Context: an optimization exercise on an open-source flow, tuned for small area. The choices shown serve that exercise and are no tape-out recipe.
Function was checked by simulation only, so behaviour that the tests miss may differ from the original.

===== flow/standard.sh =====
#!/bin/bash
# synth_recipe.tcl (not shown) runs the flow's synth.tcl, then flattens the netlist and writes it again
# the make line also repeats each setting of config.mk as NAME=value (left out here)
make -C /OpenROAD-flow-scripts/flow DESIGN_CONFIG=/design/flow/config.mk WORK_HOME=/design/flow/orfs CLKGATE_MAP_FILE= SYNTH_SCRIPT=/design/flow/synth_recipe.tcl "${@:-finish}"

===== flow/design.v =====
module conway_life(
    input clk,
    input load,
    input [255:0] data,
    output reg [255:0] q );
    reg [255:0] nxt;
    reg [3:0] s;
    integer r, c, dr, dc;
    always @* begin
        for (r = 0; r < 16; r = r + 1)
            for (c = 0; c < 16; c = c + 1) begin
                s = 4'd0;
                for (dr = 15; dr <= 17; dr = dr + 1)
                    for (dc = 15; dc <= 17; dc = dc + 1)
                        s = s + q[((r + dr) % 16) * 16 + (c + dc) % 16];
                nxt[r*16 + c] = (s == 4'd3) | (q[r*16 + c] & (s == 4'd4));
            end
    end
    always @(posedge clk)
        q <= load ? data : nxt;
endmodule

===== flow/config.mk =====
export PLATFORM = sky130hd
export DESIGN_NAME = conway_life
export DESIGN_NICKNAME = conway_life
export VERILOG_FILES = /design/flow/design.v
export SDC_FILE = /design/flow/constraint.sdc
export NUM_CORES = 4
export LEC_CHECK = 0
export CAP_MARGIN = 20
export CORE_MARGIN = 2
export CORE_UTILIZATION = 60
export SLEW_MARGIN = 20

===== flow/constraint.sdc =====
create_clock -name core_clock -period 6.0 [get_ports {clk}]
set_input_delay 1.2000 -clock core_clock [delete_from_list [all_inputs] [get_ports {clk}]]
set_output_delay 1.2000 -clock core_clock [all_outputs]
set_load 0.01 [all_outputs]

===== flow/flow/tile.v =====

module tile ( 
    \vl[0] , \vl[1] , \va[0] , \va[1] , \vb[0] , \vb[1] , \vr[0] , \vr[1] ,
    qe, qo, load, de, do_,
    ne, no  );
  input  \vl[0] , \vl[1] , \va[0] , \va[1] , \vb[0] , \vb[1] , \vr[0] ,
    \vr[1] , qe, qo, load, de, do_;
  output ne, no;
  wire new_n16, new_n17, new_n18, new_n19, new_n20, new_n21, new_n22,
    new_n23, new_n24, new_n25, new_n26, new_n27, new_n28, new_n29, new_n30,
    new_n31, new_n33, new_n34, new_n35, new_n36, new_n37, new_n38;
  sky130_fd_sc_hd__nand2_1                          g00(.A(load), .B(de), .Y(new_n16));
  sky130_fd_sc_hd__nand2_1                          g01(.A(\va[0] ), .B(\vb[0] ), .Y(new_n17));
  sky130_fd_sc_hd__nor2_1                           g02(.A(\va[0] ), .B(\vb[0] ), .Y(new_n18));
  sky130_fd_sc_hd__nor2_1                           g03(.A(\va[1] ), .B(\vb[1] ), .Y(new_n19));
  sky130_fd_sc_hd__o21ai_0                          g04(.A1(\va[1] ), .A2(\vb[1] ), .B1(new_n18), .Y(new_n20));
  sky130_fd_sc_hd__nand2_1                          g05(.A(new_n17), .B(new_n20), .Y(new_n21));
  sky130_fd_sc_hd__nand2_1                          g06(.A(\va[1] ), .B(\vb[1] ), .Y(new_n22));
  sky130_fd_sc_hd__o21ai_0                          g07(.A1(\va[0] ), .A2(\vb[0] ), .B1(new_n22), .Y(new_n23));
  sky130_fd_sc_hd__a21oi_1                          g08(.A1(new_n20), .A2(new_n23), .B1(load), .Y(new_n24));
  sky130_fd_sc_hd__o21ai_0                          g09(.A1(new_n18), .A2(new_n19), .B1(new_n22), .Y(new_n25));
  sky130_fd_sc_hd__a311oi_1                         g10(.A1(new_n17), .A2(new_n20), .A3(new_n24), .B1(new_n25), .C1(load), .Y(new_n26));
  sky130_fd_sc_hd__o21bai_1                         g11(.A1(\vl[0] ), .A2(new_n21), .B1_N(qe), .Y(new_n27));
  sky130_fd_sc_hd__nand2_1                          g12(.A(\vl[0] ), .B(new_n21), .Y(new_n28));
  sky130_fd_sc_hd__a32oi_1                          g13(.A1(new_n24), .A2(new_n27), .A3(new_n28), .B1(new_n26), .B2(\vl[0] ), .Y(new_n29));
  sky130_fd_sc_hd__a21oi_1                          g14(.A1(\vl[0] ), .A2(new_n21), .B1(new_n25), .Y(new_n30));
  sky130_fd_sc_hd__xor2_1                           g15(.A(\vl[1] ), .B(new_n30), .X(new_n31));
  sky130_fd_sc_hd__o21ai_0                          g16(.A1(new_n29), .A2(new_n31), .B1(new_n16), .Y(ne));
  sky130_fd_sc_hd__nand2_1                          g17(.A(load), .B(do_), .Y(new_n33));
  sky130_fd_sc_hd__o21bai_1                         g18(.A1(\vr[0] ), .A2(new_n21), .B1_N(qo), .Y(new_n34));
  sky130_fd_sc_hd__nand2_1                          g19(.A(\vr[0] ), .B(new_n21), .Y(new_n35));
  sky130_fd_sc_hd__a32oi_1                          g20(.A1(new_n24), .A2(new_n34), .A3(new_n35), .B1(new_n26), .B2(\vr[0] ), .Y(new_n36));
  sky130_fd_sc_hd__a21oi_1                          g21(.A1(\vr[0] ), .A2(new_n21), .B1(new_n25), .Y(new_n37));
  sky130_fd_sc_hd__xor2_1                           g22(.A(\vr[1] ), .B(new_n37), .X(new_n38));
  sky130_fd_sc_hd__o21ai_0                          g23(.A1(new_n36), .A2(new_n38), .B1(new_n33), .Y(no));
endmodule



===== flow/flow/gen_netlist.py =====
#!/usr/bin/env python3
"""Write the gate-level netlist of conway_life for sky130hd.

usage: gen_netlist.py TILE STANDARD_NETLIST OUT_NETLIST

STANDARD_NETLIST is the standard synthesis of the RTL; it is read only to
check that its registers are the 256 dfxtp_1 cells named q[i]$_DFF_P_ that
this netlist also uses, so the registers pair by name.

Structure, per row r:
  * column sum V(r,c) = q[r-1][c] + q[r][c] + q[r+1][c], one fa_1 giving
    {COUT, SUM};
  * for each pair of columns 2k, 2k+1 one copy of TILE, a gate-level module
    (written by ABC) with inputs vl = V(r,2k-1), va = V(r,2k), vb = V(r,2k+1),
    vr = V(r,2k+2) as {carry, sum}, qe = q[r][2k], qo = q[r][2k+1], load,
    de = data[r*16+2k], do_ = data[r*16+2k+1], and outputs ne and no, the
    next values of q[r][2k] and q[r][2k+1]:
      next = load ? data : (S == 3 | q & S == 4),
    S being the sum of the three column sums around the cell.
"""
import re
import sys

P = "sky130_fd_sc_hd__"


def check_standard(path):
    txt = open(path).read()
    cells = re.findall(r"^\s*(sky130_fd_sc_hd__\w+)\s+(\\\S+|\S+)\s*\(", txt, re.M)
    regs = {}
    for cell, name in cells:
        if re.search(r"df|dl", cell[len(P):]):
            regs[name.lstrip("\\")] = cell
    want = {"q[%d]$_DFF_P_" % i: P + "dfxtp_1" for i in range(256)}
    if regs != want:
        sys.exit("standard synthesis registers differ from the expected ones: %r"
                 % sorted(set(regs.items()) ^ set(want.items()))[:10])


def read_tile(path):
    """Gate list [(cell, {pin: net})] of the tile module; port nets keep
    their names (without escapes), internal nets are prefixed with '_'."""
    txt = open(path).read()
    body = txt[txt.index(";", txt.index("module")) + 1:]
    ports = set()
    for kind in ("input", "output"):
        for m in re.finditer(r"\b%s\b(.*?);" % kind, body, re.S):
            for p in m.group(1).split(","):
                ports.add(p.strip().lstrip("\\").strip())
    if re.search(r"\bassign\b", body):
        sys.exit("tile has assign statements")
    gates = []
    for m in re.finditer(r"(sky130_fd_sc_hd__\w+)\s+[^\s(]+\s*\((.*?)\);", body, re.S):
        pins = {}
        for pm in re.finditer(r"\.(\w+)\(\s*(\\\S+\s|[^()\s]+)\s*\)", m.group(2)):
            net = pm.group(2).strip().lstrip("\\")
            pins[pm.group(1)] = net if net in ports else "_" + net
        gates.append((m.group(1)[len(P):], pins))
    return gates


class Net:
    def __init__(self):
        self.insts = []
        self.wires = set()
        self.count = 0

    def add(self, cell, pins, name=None):
        self.count += 1
        if name is None:
            name = "g%d" % self.count
        self.insts.append((P + cell, name, pins))

    def inst(self, tmpl, prefix, binds):
        for cell, pins in tmpl:
            pp = {}
            for pin, net in pins.items():
                if net.startswith("_"):
                    w = prefix + re.sub(r"\W", "_", net)
                    self.wires.add(w)
                    pp[pin] = w
                else:
                    pp[pin] = binds[net]
            self.add(cell, pp)

    def write(self, path):
        with open(path, "w") as f:
            f.write("module conway_life(clk, load, data, q);\n")
            f.write("  input clk;\n  input load;\n  input [255:0] data;\n  output [255:0] q;\n")
            for w in sorted(self.wires):
                f.write("  wire %s;\n" % w)
            for cell, name, pins in self.insts:
                conn = ", ".join(".%s(%s)" % (p, n) for p, n in pins.items())
                f.write("  %s %s (%s);\n" % (cell, name, conn))
            f.write("endmodule\n")


def main():
    if len(sys.argv) != 4:
        sys.exit(__doc__)
    tile = read_tile(sys.argv[1])
    check_standard(sys.argv[2])
    n = Net()
    q = lambda r, c: "q[%d]" % ((r % 16) * 16 + c % 16)
    vs = lambda r, c: "vs_%d_%d" % (r, c % 16)
    vc = lambda r, c: "vc_%d_%d" % (r, c % 16)
    for r in range(16):
        for c in range(16):
            n.wires.update([vs(r, c), vc(r, c)])
            n.add("fa_1", {"A": q(r - 1, c), "B": q(r, c), "CIN": q(r + 1, c),
                           "COUT": vc(r, c), "SUM": vs(r, c)})
        for k in range(8):
            a = 2 * k
            i = r * 16 + a
            binds = {"load": "load", "qe": q(r, a), "qo": q(r, a + 1),
                     "de": "data[%d]" % i, "do_": "data[%d]" % (i + 1),
                     "ne": "nx_%d" % i, "no": "nx_%d" % (i + 1)}
            for name, col in (("vl", a - 1), ("va", a), ("vb", a + 1), ("vr", a + 2)):
                binds[name + "[0]"] = vs(r, col)
                binds[name + "[1]"] = vc(r, col)
            n.wires.update(["nx_%d" % i, "nx_%d" % (i + 1)])
            n.inst(tile, "t%d_%d_" % (r, k), binds)
        for c in range(16):
            i = r * 16 + c
            n.add("dfxtp_1", {"CLK": "clk", "D": "nx_%d" % i, "Q": q(r, c)},
                  name="\\q[%d]$_DFF_P_ " % i)
    n.write(sys.argv[3])


main()

===== flow/flow/run.sh =====
#!/bin/bash
# Layout flow: the standard synthesis is run unchanged (its registers are
# the ones the layout keeps), then its combinational logic is replaced by the
# hand-mapped netlist that gen_netlist.py writes from tile.v (same registers,
# same names, same cell type), and the standard ORFS flow lays that netlist
# out, with each port buffered by a buf_1 and a clock tree of clkbuf_4.
set -euo pipefail
R=orfs/results/sky130hd/conway_life/base
bash standard.sh synth > synth_standard.log 2>&1
cp $R/1_2_yosys.v standard_1_2_yosys.v
python3 flow/gen_netlist.py flow/tile.v standard_1_2_yosys.v netlist.v > gen_netlist.log 2>&1
cp netlist.v $R/1_2_yosys.v
rm -f $R/1_synth.odb $R/1_synth.sdc
export BUFFER_PORTS_ARGS="-buffer_cell sky130_fd_sc_hd__buf_1"
B=sky130_fd_sc_hd__clkbuf_4
export CTS_ARGS="-sink_clustering_enable -repair_clock_nets -dont_use_dummy_load -buf_list $B -root_buf $B -sink_clustering_size 6 -sink_clustering_max_diameter 60"
bash standard.sh finish > layout.log 2>&1

==> results_dict.tcl, run 1 <==
set metrics [dict create \
    drt-total-wl_mm 92.5 \
    cp_data_arrival_time_ps 1690 \
    final_common_cell "nand2_1" \
    vias 30700 \
    place_congestion 0.996 \
    drv_slew 0 \
    drv_cap 0 \
    crit_path_top_delay_cell "dfxtp_1" \
    setup_tns_ps 0 \
    finalHoldWorstSlack_ps 557 \
    die_area_sq_mm 0.0471 \
    clkSlewWorstSetupHoldPaths_ps 90 \
    antenna_found_initial 9 \
    setup_viol 0 \
    grt_use_total_pct 37.6 \
    critical_path.cell_chain "buf_1" \
    dp_hpwl_mm 74.0 \
    final_hold_viol_count 0 \
    ant_nets 0 \
    design_area_sq_mm 0.0304 \
    cp.required_ps 4800 \
    end_kind "output port" \
    numCtsBuffers 49 \
    fin_skew_ps 48.6 \
    wl_per_cell_um 19.4 \
    grt_pass1_vias 26300 \
    drt-initial-drc-count 3475 \
    period_share_pct 48.2 \
    synth_cells 3584 \
    cts_tree "built" \
    initial_utilization_pct 60.4 \
    drtPass1Iterations 7 \
    layout_common_cells "896 x nand2_1, 640 x o21ai_0, 512 x buf_1, 384 x a21oi_1" \
    core_sq_mm 0.0451 \
    outcome "timing/DRC/antenna clean" \
    max_slew_margin_pct 45.3 \
    route.detailed.drc 0 \
    grt_max_degree 125 \
    postCtsHoldBufs 0 \
    startpoint_type "flip-flop" \
    fin_ws_ps 3110 \
    cts_max_level 2 \
    cp.buffers_inverters 1 \
    syn-num-nets 4098 \
    holdCritPathClass "in -> reg" \
    slowest_delay_ps 610 \
    syn_avg_cell_area_sq_um 7.60 \
    post-cts-setup-buffers 0 \
    biggestRegsByFlops "q: 256 flops" \
    dpl_worst_slack_ps 2720 \
    clkLatencyLatePin_ps 830 \
    ys_warn_count 1 \
    ctsResizeCount 0 \
    tightest_slew_ps 820 \
    rsz0062_at_grt "false" \
    crit_family "flip-flops" \
    syn-cell-area_sq_mm 0.0272 \
    place_area_sq_mm 0.0300 \
    crit_fanout 5 \
    via_per_inst 6.44 \
    die_height_um 217 \
    cts_max_path_buffers 3 \
    largest_reg_flops 256 \
    criticalPathCategory "reg -> out" \
    fin_crit_ps 2890 \
    syn2layout_area_growth_pct 11.6 \
    fmax_ghz 0.346 \
    portBuffers 513 \
    grt.overflow.total 0 \
    ios 514 \
    grt_pass1_wl_mm 140 \
    root_buffer "clkbuf_4" \
    die-width_um 217 \
    final_nets 4668 \
    clkSinkCount 256 \
    drive_gt1_share_pct 1.35 \
    top_register "q" \
    row_count 78 \
]
## final timing paths
kind | cells past startpoint | end | slack [ps] | from
worst min-delay path | 3 | q[22] | 560 | data[22]
worst max-delay path | 1 | q[32] | 3110 | q[32]
worst max register to register | 7 | q[168] | 3560 | q[184]
worst min register to register | 3 | q[135] | 910 | q[135]
## routing by layer
layer	vias up	global-route usage, %	part of all wire (%)
met5	-	0	0.057
met4	8	17.2	4.6
met3	244	7.16	9.9
met2	1577	58.5	44
met1	14300	50.8	41
li1	14600	-	-
## metrics by stage
stage,utilization [%],cells
floorplan,-,3584
global placement,66.5,4703
detailed placement,66.5,4703
CTS,67.4,4752
global route,67.4,4754
finish,67.4,4760
## area by class of cell
| class | instances | area [sq um] |
|---|---|---|
| multi-input combinational | 3328 | 22100 |
| fill | 4159 | 14700 |
| sequential | 256 | 5120 |
| timing repair buffer | 519 | 2020 |
| tap | 600 | 751 |
| clock buffer | 49 | 368 |
| antenna | 8 | 20.0 |
==> inputs of run 2 (changes only) <==
==> flow/flow/tile.v (replaced) <==

module tile3 ( 
    \vl[0] , \vl[1] , \va[0] , \va[1] , \vb[0] , \vb[1] , \vr[0] , \vr[1] ,
    qe, qo, load, de, do_,
    ne, no  );
  input  \vl[0] , \vl[1] , \va[0] , \va[1] , \vb[0] , \vb[1] , \vr[0] ,
    \vr[1] , qe, qo, load, de, do_;
  output ne, no;
  wire new_n16, new_n17, new_n18, new_n19, new_n20, new_n21, new_n22,
    new_n23, new_n24, new_n25, new_n26, new_n27, new_n28, new_n29, new_n30,
    new_n31, new_n33, new_n34, new_n35, new_n36, new_n37;
  sky130_fd_sc_hd__clkinv_1                         g00(.A(\vl[0] ), .Y(new_n16));
  sky130_fd_sc_hd__clkinv_1                         g01(.A(\vr[0] ), .Y(new_n17));
  sky130_fd_sc_hd__nor2_1                           g02(.A(\va[0] ), .B(\vb[0] ), .Y(new_n18));
  sky130_fd_sc_hd__nor2_1                           g03(.A(\va[1] ), .B(\vb[1] ), .Y(new_n19));
  sky130_fd_sc_hd__nand2_1                          g04(.A(new_n18), .B(new_n19), .Y(new_n20));
  sky130_fd_sc_hd__nand2_1                          g05(.A(\va[1] ), .B(\vb[1] ), .Y(new_n21));
  sky130_fd_sc_hd__o21ai_0                          g06(.A1(new_n18), .A2(new_n19), .B1(new_n21), .Y(new_n22));
  sky130_fd_sc_hd__o21ai_0                          g07(.A1(\vl[1] ), .A2(new_n22), .B1(new_n20), .Y(new_n23));
  sky130_fd_sc_hd__nand2_1                          g08(.A(\va[0] ), .B(\vb[0] ), .Y(new_n24));
  sky130_fd_sc_hd__nor2b_1                          g09(.A(new_n18), .B_N(new_n24), .Y(new_n25));
  sky130_fd_sc_hd__maj3_1                           g10(.A(new_n16), .B(qe), .C(new_n25), .X(new_n26));
  sky130_fd_sc_hd__nor2_1                           g11(.A(new_n18), .B(new_n21), .Y(new_n27));
  sky130_fd_sc_hd__a21oi_1                          g12(.A1(new_n19), .A2(new_n24), .B1(new_n27), .Y(new_n28));
  sky130_fd_sc_hd__a21oi_1                          g13(.A1(\vl[1] ), .A2(new_n22), .B1(load), .Y(new_n29));
  sky130_fd_sc_hd__o221ai_1                         g14(.A1(new_n23), .A2(new_n26), .B1(new_n28), .B2(\vl[1] ), .C1(new_n29), .Y(new_n30));
  sky130_fd_sc_hd__a21oi_1                          g15(.A1(new_n16), .A2(new_n23), .B1(new_n30), .Y(new_n31));
  sky130_fd_sc_hd__a21o_1                           g16(.A1(load), .A2(de), .B1(new_n31), .X(ne));
  sky130_fd_sc_hd__o21ai_0                          g17(.A1(\vr[1] ), .A2(new_n22), .B1(new_n20), .Y(new_n33));
  sky130_fd_sc_hd__maj3_1                           g18(.A(new_n17), .B(qo), .C(new_n25), .X(new_n34));
  sky130_fd_sc_hd__a21oi_1                          g19(.A1(\vr[1] ), .A2(new_n22), .B1(load), .Y(new_n35));
  sky130_fd_sc_hd__o221ai_1                         g20(.A1(\vr[1] ), .A2(new_n28), .B1(new_n33), .B2(new_n34), .C1(new_n35), .Y(new_n36));
  sky130_fd_sc_hd__a21oi_1                          g21(.A1(new_n17), .A2(new_n33), .B1(new_n36), .Y(new_n37));
  sky130_fd_sc_hd__a21o_1                           g22(.A1(load), .A2(do_), .B1(new_n37), .X(no));
endmodule


==> results_dict.tcl, run 2 <==
set metrics [dict create \
    fin_crit_ps 2930 \
    root_buffer "clkbuf_4" \
    synth_cells 3456 \
    slowest_delay_ps 600 \
    startpoint_type "flip-flop" \
    initial_utilization_pct 60.6 \
    setup_tns_ps 0 \
    final_common_cell "a21oi_1" \
    postCtsHoldBufs 0 \
    clkSinkCount 256 \
    syn2layout_area_growth_pct 11.8 \
    rsz0062_at_grt "false" \
    portBuffers 513 \
    cp.required_ps 4800 \
    outcome "timing/DRC/antenna clean" \
    numCtsBuffers 49 \
    end_kind "output port" \
    cts_tree "built" \
    route.detailed.drc 0 \
    setup_viol 0 \
    drtPass1Iterations 7 \
    biggestRegsByFlops "q: 256 flops" \
    antenna_found_initial 26 \
    clkSlewWorstSetupHoldPaths_ps 90 \
    crit_fanout 5 \
    grt_pass1_wl_mm 149 \
    cp_data_arrival_time_ps 1730 \
    crit_path_top_delay_cell "dfxtp_1" \
    clkLatencyLatePin_ps 850 \
    cts_max_level 2 \
    max_slew_margin_pct 40.2 \
    fmax_ghz 0.341 \
    largest_reg_flops 256 \
    drt-initial-drc-count 3816 \
    crit_family "flip-flops" \
    ctsResizeCount 0 \
    cts_max_path_buffers 3 \
    grt_max_degree 162 \
    ant_nets 0 \
    period_share_pct 48.8 \
    final_nets 4538 \
    top_register "q" \
    final_hold_viol_count 0 \
    syn_avg_cell_area_sq_um 7.74 \
    ys_warn_count 1 \
    vias 30700 \
    post-cts-setup-buffers 0 \
    drive_gt1_share_pct 1.34 \
    holdCritPathClass "in -> reg" \
    finalHoldWorstSlack_ps 535 \
    row_count 77 \
    core_sq_mm 0.0441 \
    die_height_um 215 \
    fin_ws_ps 3070 \
    finalNonFillerCells 4635 \
    place_inst 4565 \
    dp_hpwl_mm 78.4 \
    wl_per_cell_um 21.1 \
    syn-num-nets 3970 \
    drv_slew 0 \
    grt_pass1_vias 28600 \
    via_per_inst 6.63 \
    layout_common_cells "640 x a21oi_1, 512 x buf_1, 384 x nand2_1, 384 x o21ai_0, 384 x nor2_1" \
    die_area_sq_mm 0.0463 \
    cp.buffers_inverters 1 \
    ios 514 \
    die-width_um 215 \
    place_congestion 1.03 \
    critical_path.cell_chain "buf_1" \
    dpl_worst_slack_ps 3430 \
    criticalPathCategory "reg -> out" \
    grt.overflow.total 0 \
    syn-cell-area_sq_mm 0.0267 \
    fin_skew_ps 65.2 \
    drt-total-wl_mm 97.9 \
    grt_use_total_pct 40.5 \
    drv_cap 0 \
    tightest_slew_ps 897 \
]
-- run 2: layout make-up --
type | instances | area [sq um]
multi-input combinational | 2944 | 20700
sequential | 256 | 5120
antenna | 21 | 52.6
timing repair buffer | 517 | 2000
fill | 3925 | 14200
clock buffer | 49 | 368
inverter | 256 | 961
tap | 592 | 741
-- run 2: per-layer routing --
metal / global-route usage [%] / up-vias / share of wire (%)
met4: 23.6 / 16 / 6.2
met5: 0 / - / 0.099
met1: 51.2 / 14500 / 39
met2: 63.8 / 1976 / 45
li1: - / 13800 / -
met3: 9.10 / 386 / 10
-- run 2: stage by stage --
| stage | util (%) | area (sq um) |
|---|---|---|
| floorplan | - | 26700 |
| global placement | 66.8 | 29500 |
| detailed placement | 66.8 | 29500 |
| CTS | 67.7 | 29900 |
| global route | 67.7 | 29900 |
| finish | 67.8 | 29900 |
-- run 2: path summary, 6_finish.rpt --
path                            startpoint      to  slack [ps]  cells past startpoint
worst min-delay path              data[98]   q[98]         530                      2
worst max register to register      q[206]  q[190]        3350                      7
worst max-delay path                 q[51]   q[51]        3070                      1
worst min register to register      q[181]  q[181]        1060                      4
==> inputs of run 3 (changes only) <==
--- a/flow/flow/run.sh
+++ b/flow/flow/run.sh
@@ -13,5 +13,5 @@
 rm -f $R/1_synth.odb $R/1_synth.sdc
 export BUFFER_PORTS_ARGS="-buffer_cell sky130_fd_sc_hd__buf_1"
 B=sky130_fd_sc_hd__clkbuf_4
-export CTS_ARGS="-sink_clustering_enable -repair_clock_nets -dont_use_dummy_load -buf_list $B -root_buf $B -sink_clustering_size 6 -sink_clustering_max_diameter 60"
+export CTS_ARGS="-sink_clustering_enable -repair_clock_nets -dont_use_dummy_load -buf_list $B -root_buf $B -sink_clustering_size 7 -sink_clustering_max_diameter 60"
 bash standard.sh finish > layout.log 2>&1
==> results_dict.tcl, run 3 <==
set metrics [dict create \
    syn-num-nets 3970 \
    setup_viol 0 \
    crit_fanout 5 \
    cp_data_arrival_time_ps 1700 \
    worst-r2r-setup-slack_ps 3340 \
    reg2reg_to "q[190]" \
    drt-total-wl_mm 98.0 \
    place_area_sq_mm 0.0295 \
    wl_per_cell_um 21.2 \
    cts_tree "built" \
    vias 30600 \
    die_height_um 215 \
    end_kind "output port" \
    root_buffer "clkbuf_4" \
    syn-cell-area_sq_mm 0.0267 \
    grt_max_degree 162 \
    nFillCells 3921 \
    dp_hpwl_mm 78.4 \
    grt.overflow.total 0 \
    fin_ws_ps 3100 \
    grt_pass1_wl_mm 149 \
    initial_utilization_pct 60.6 \
    ant_nets 0 \
    fin_skew_ps 61.8 \
    syn2layout_area_growth_pct 11.7 \
    cts_max_level 2 \
    criticalPathCategory "reg -> out" \
    design_area_sq_mm 0.0299 \
    layout_common_cells "640 x a21oi_1, 512 x buf_1, 384 x nand2_1, 384 x o21ai_0, 384 x nor2_1" \
    postCtsHoldBufs 0 \
    hold_start "data[107]" \
    multi_input_area_sq_mm 0.0207 \
    whs_endpoint "q[107]" \
    setup_tns_ps 0 \
    drive_gt1_share_pct 1.22 \
    core_sq_mm 0.0441 \
    place_congestion 1.03 \
    syn_avg_cell_area_sq_um 7.74 \
    cp.required_ps 4800 \
    drv_cap 0 \
    ff_latch_area_sq_mm 0.00512 \
    crit_path_top_delay_cell "dfxtp_1" \
    grt_pass1_vias 28500 \
    drv_slew 0 \
    reg2regPathDepth 7 \
    ios 514 \
    post-cts-setup-buffers 0 \
    utilization_pct 67.7 \
    grt_use_total_pct 40.4 \
    period_share_pct 48.3 \
    final_hold_viol_count 0 \
    final_nets 4533 \
    cp.buffers_inverters 1 \
    startpoint_type "flip-flop" \
    fmax_ghz 0.345 \
    tightest_slew_ps 946 \
    hold_depth 2 \
    clkSinkCount 256 \
    fin_crit_ps 2900 \
    clkLatencyLatePin_ps 830 \
    synth_cells 3456 \
    die_area_sq_mm 0.0463 \
    top_register "q" \
    ys_warn_count 1 \
    dpl_worst_slack_ps 3430 \
    cts_max_path_buffers 3 \
    row_count 77 \
    numCtsBuffers 44 \
    antenna_found_initial 27 \
    crit_family "flip-flops" \
    drt-initial-drc-count 3870 \
    portBuffers 513 \
    drtPass1Iterations 9 \
    rsz0062_at_grt "false" \
    clkSlewWorstSetupHoldPaths_ps 100 \
    final_common_cell "a21oi_1" \
    biggestRegsByFlops "q: 256 flops" \
    critical_path.cell_chain "buf_1" \
    route.detailed.drc 0 \
    holdCritPathClass "in -> reg" \
    largest_reg_flops 256 \
    outcome "timing/DRC/antenna clean" \
    ctsResizeCount 0 \
    die-width_um 215 \
    max_slew_margin_pct 36.9 \
    slowest_delay_ps 600 \
    via_per_inst 6.60 \
    r2r_start "q[206]" \
]
-- run 3: cell count changes in the layout (fill, tap and decap cells not counted) --
cell      before  now
diode_2       21   20
clkbuf_4      50   45
-- run 3: layout make-up --
class	instances	share of cell area (%)
diodes	20	0.168
clock buffers	44	1.11
inverters	256	3.22
multi-input cells	2944	69.2
flip-flops and latches	256	17.2
well taps	592	2.48
repair buffers	517	6.69
-- run 3: metrics by stage --
stage	instances	hold slack, ps
final	4629	559
after global routing	4626	553
after CTS	4609	516
after detailed placement	4565	1030
after global placement	4565	1000
after floorplan	3456	984
-- run 3: worst max path at each step --
stage / start / end / slack, ps / cells past startpoint
after CTS: q[109] / q[109] / 3070 / 1
after floorplan: q[16] / q[0] / 3940 / 7
after detailed placement: load / q[8] / 3430 / 6
after global routing: q[51] / q[51] / 3030 / 1
after global placement: load / q[43] / 3480 / 6
final: q[106] / q[106] / 3100 / 1
-- run 3: layer usage --
layer / track usage [%] / wire length [um]
met2: 63.8 / 43700
met5: 0 / 122
met3: 8.70 / 10600
met1: 51.1 / 37700
met4: 24.0 / 5900
==> inputs of run 4 (changes only) <==
--- a/flow/config.mk
+++ b/flow/config.mk
@@ -7,5 +7,5 @@
 export LEC_CHECK = 0
 export CAP_MARGIN = 20
 export CORE_MARGIN = 2
-export CORE_UTILIZATION = 60
+export CORE_UTILIZATION = 70
 export SLEW_MARGIN = 20
==> results_dict.tcl, run 4 <==
set metrics [dict create \
    outcome "timing/DRC/antenna clean" \
    die_area_sq_mm 0.0398 \
    drtPass1Iterations 9 \
    ant_nets 0 \
    startpoint_type "flip-flop" \
    ctsResizeCount 0 \
    cts_max_level 2 \
    grt_pass1_wl_mm 150 \
    syn-num-nets 3970 \
    cp_data_arrival_time_ps 1750 \
    wl_per_cell_um 21.7 \
    grt_use_total_pct 48.3 \
    layout_common_cells "640 x a21oi_1, 512 x buf_1, 384 x nand2_1, 384 x o21ai_0, 384 x nor2_1" \
    place_congestion 1.03 \
    syn-cell-area_sq_mm 0.0267 \
    slowest_delay_ps 520 \
    clkSinkCount 256 \
    final_hold_viol_count 0 \
    drt-total-wl_mm 98.4 \
    final_common_cell "a21oi_1" \
    largest_reg_flops 256 \
    crit_fanout 5 \
    fin_skew_ps 48.1 \
    top_register "q" \
    cp.buffers_inverters 1 \
    portBuffers 513 \
    biggestRegsByFlops "q: 256 flops" \
    cts_max_path_buffers 3 \
    design_area_sq_mm 0.0297 \
    route.detailed.drc 0 \
    drv_cap 0 \
    ios 514 \
    ys_warn_count 1 \
    holdCritPathClass "in -> reg" \
    grt_pass1_vias 30100 \
    postCtsHoldBufs 0 \
    cp.required_ps 4800 \
    clkLatencyLatePin_ps 860 \
    via_per_inst 6.99 \
    drt-initial-drc-count 4144 \
    die_height_um 199 \
    initial_utilization_pct 71.0 \
    fmax_ghz 0.339 \
    criticalPathCategory "reg -> out" \
    row_count 71 \
    crit_path_top_delay_cell "dfxtp_1" \
    die-width_um 199 \
    final_nets 4534 \
    fin_ws_ps 3050 \
    post-cts-setup-buffers 0 \
    root_buffer "clkbuf_4" \
    clkSlewWorstSetupHoldPaths_ps 110 \
    core_sq_mm 0.0377 \
    vias 31700 \
    nFillCells 2840 \
    antenna_found_initial 12 \
    setup_tns_ps 0 \
    period_share_pct 49.2 \
    setup_viol 0 \
    end_kind "output port" \
    rsz0062_at_grt "false" \
    grt_max_degree 129 \
    dpl_worst_slack_ps 2840 \
    syn_avg_cell_area_sq_um 7.74 \
    drv_slew 0 \
    cts_tree "built" \
    grt.overflow.total 0 \
    critical_path.cell_chain "buf_1" \
    synth_cells 3456 \
    place_area_sq_mm 0.0294 \
    syn2layout_area_growth_pct 11.2 \
    dp_hpwl_mm 77.5 \
    tightest_slew_ps 813 \
    drive_gt1_share_pct 1.24 \
    fin_crit_ps 2950 \
    max_slew_margin_pct 45.8 \
    numCtsBuffers 44 \
    crit_family "flip-flops" \
]
==> run 4: final timing paths <==
kind	from	to	slack (ps)	depth (start not counted)
max	q[75]	q[75]	3050	1
min	data[68]	q[68]	530	2
max reg2reg	q[86]	q[86]	3380	7
min reg2reg	q[187]	q[187]	1030	4
==> run 4: cell type report <==
type | count | area (sq um) | area share [%]
inverter | 256 | 961 | 3.23
clock buffer | 44 | 330 | 1.11
timing repair buffer | 518 | 2000 | 6.74
sequential | 256 | 5120 | 17.2
antenna | 9 | 22.5 | 0.0757
tap | 511 | 639 | 2.15
multi-input combinational | 2944 | 20700 | 69.5
==> run 4: through the flow <==
stage               hold WS, ps  cells  utilization (%)
floorplan                   984   3456                -
global placement            987   4485             78.0
detailed placement         1020   4485             78.0
CTS                         519   4529             78.9
global route                539   4535             78.9
finish                      528   4538             79.0
==> run 4: metal layers <==
layer  share of wire (%)  GRT usage, %  vias up
met5               0.063             0        -
met2                  44          73.9     2558
met4                 8.3          36.2       10
met1                  34          57.6    14700
met3                  14          14.4      657
li1                    -             -    13800

port drivers added, routing unchanged:
The flow's constraints put no driver on any port. The routed layouts listed below were extracted and timed again, unchanged, in two steps. Step 1: set_driving_cell puts a clkbuf_16 on clk and a buf_2 on each other input, an assumption about the parent block. Step 2 also shifts input and output timing later by t, the mid clock arrival at the registers, as if the neighbouring blocks saw the same clock. Three values: ideal ports, drivers, drivers and shift; two values: the first two.
| run | shift t [ns] | setup WS [ns] | hold WS [ns] | worst setup path at the end | worst register clock-pin slew, ns |
|---|---|---|---|---|---|
| run 1 | 0.859 | 3.111 / 3.054 / 2.609 | 0.557 / 0.529 / 0.906 | input to register | 0.09 / 0.09 |
| run 2 | 0.879 | 3.070 / 3.011 / 3.347 | 0.535 / 0.501 / 1.056 | input to register | 0.10 / 0.10 |
| run 3 | 0.857 | 3.101 / 3.043 / 3.333 | 0.559 / 0.529 / 1.056 | input to register | 0.11 / 0.11 |
| run 4 | 0.882 | 3.046 / 2.991 / 2.752 | 0.528 / 0.498 / 1.033 | input to register | 0.11 / 0.11 |
After both steps setup and hold are still met in every run listed. The setup slack of run 1, which loses most, moves by -0.057 ns with the drivers and by -0.502 ns with both steps.
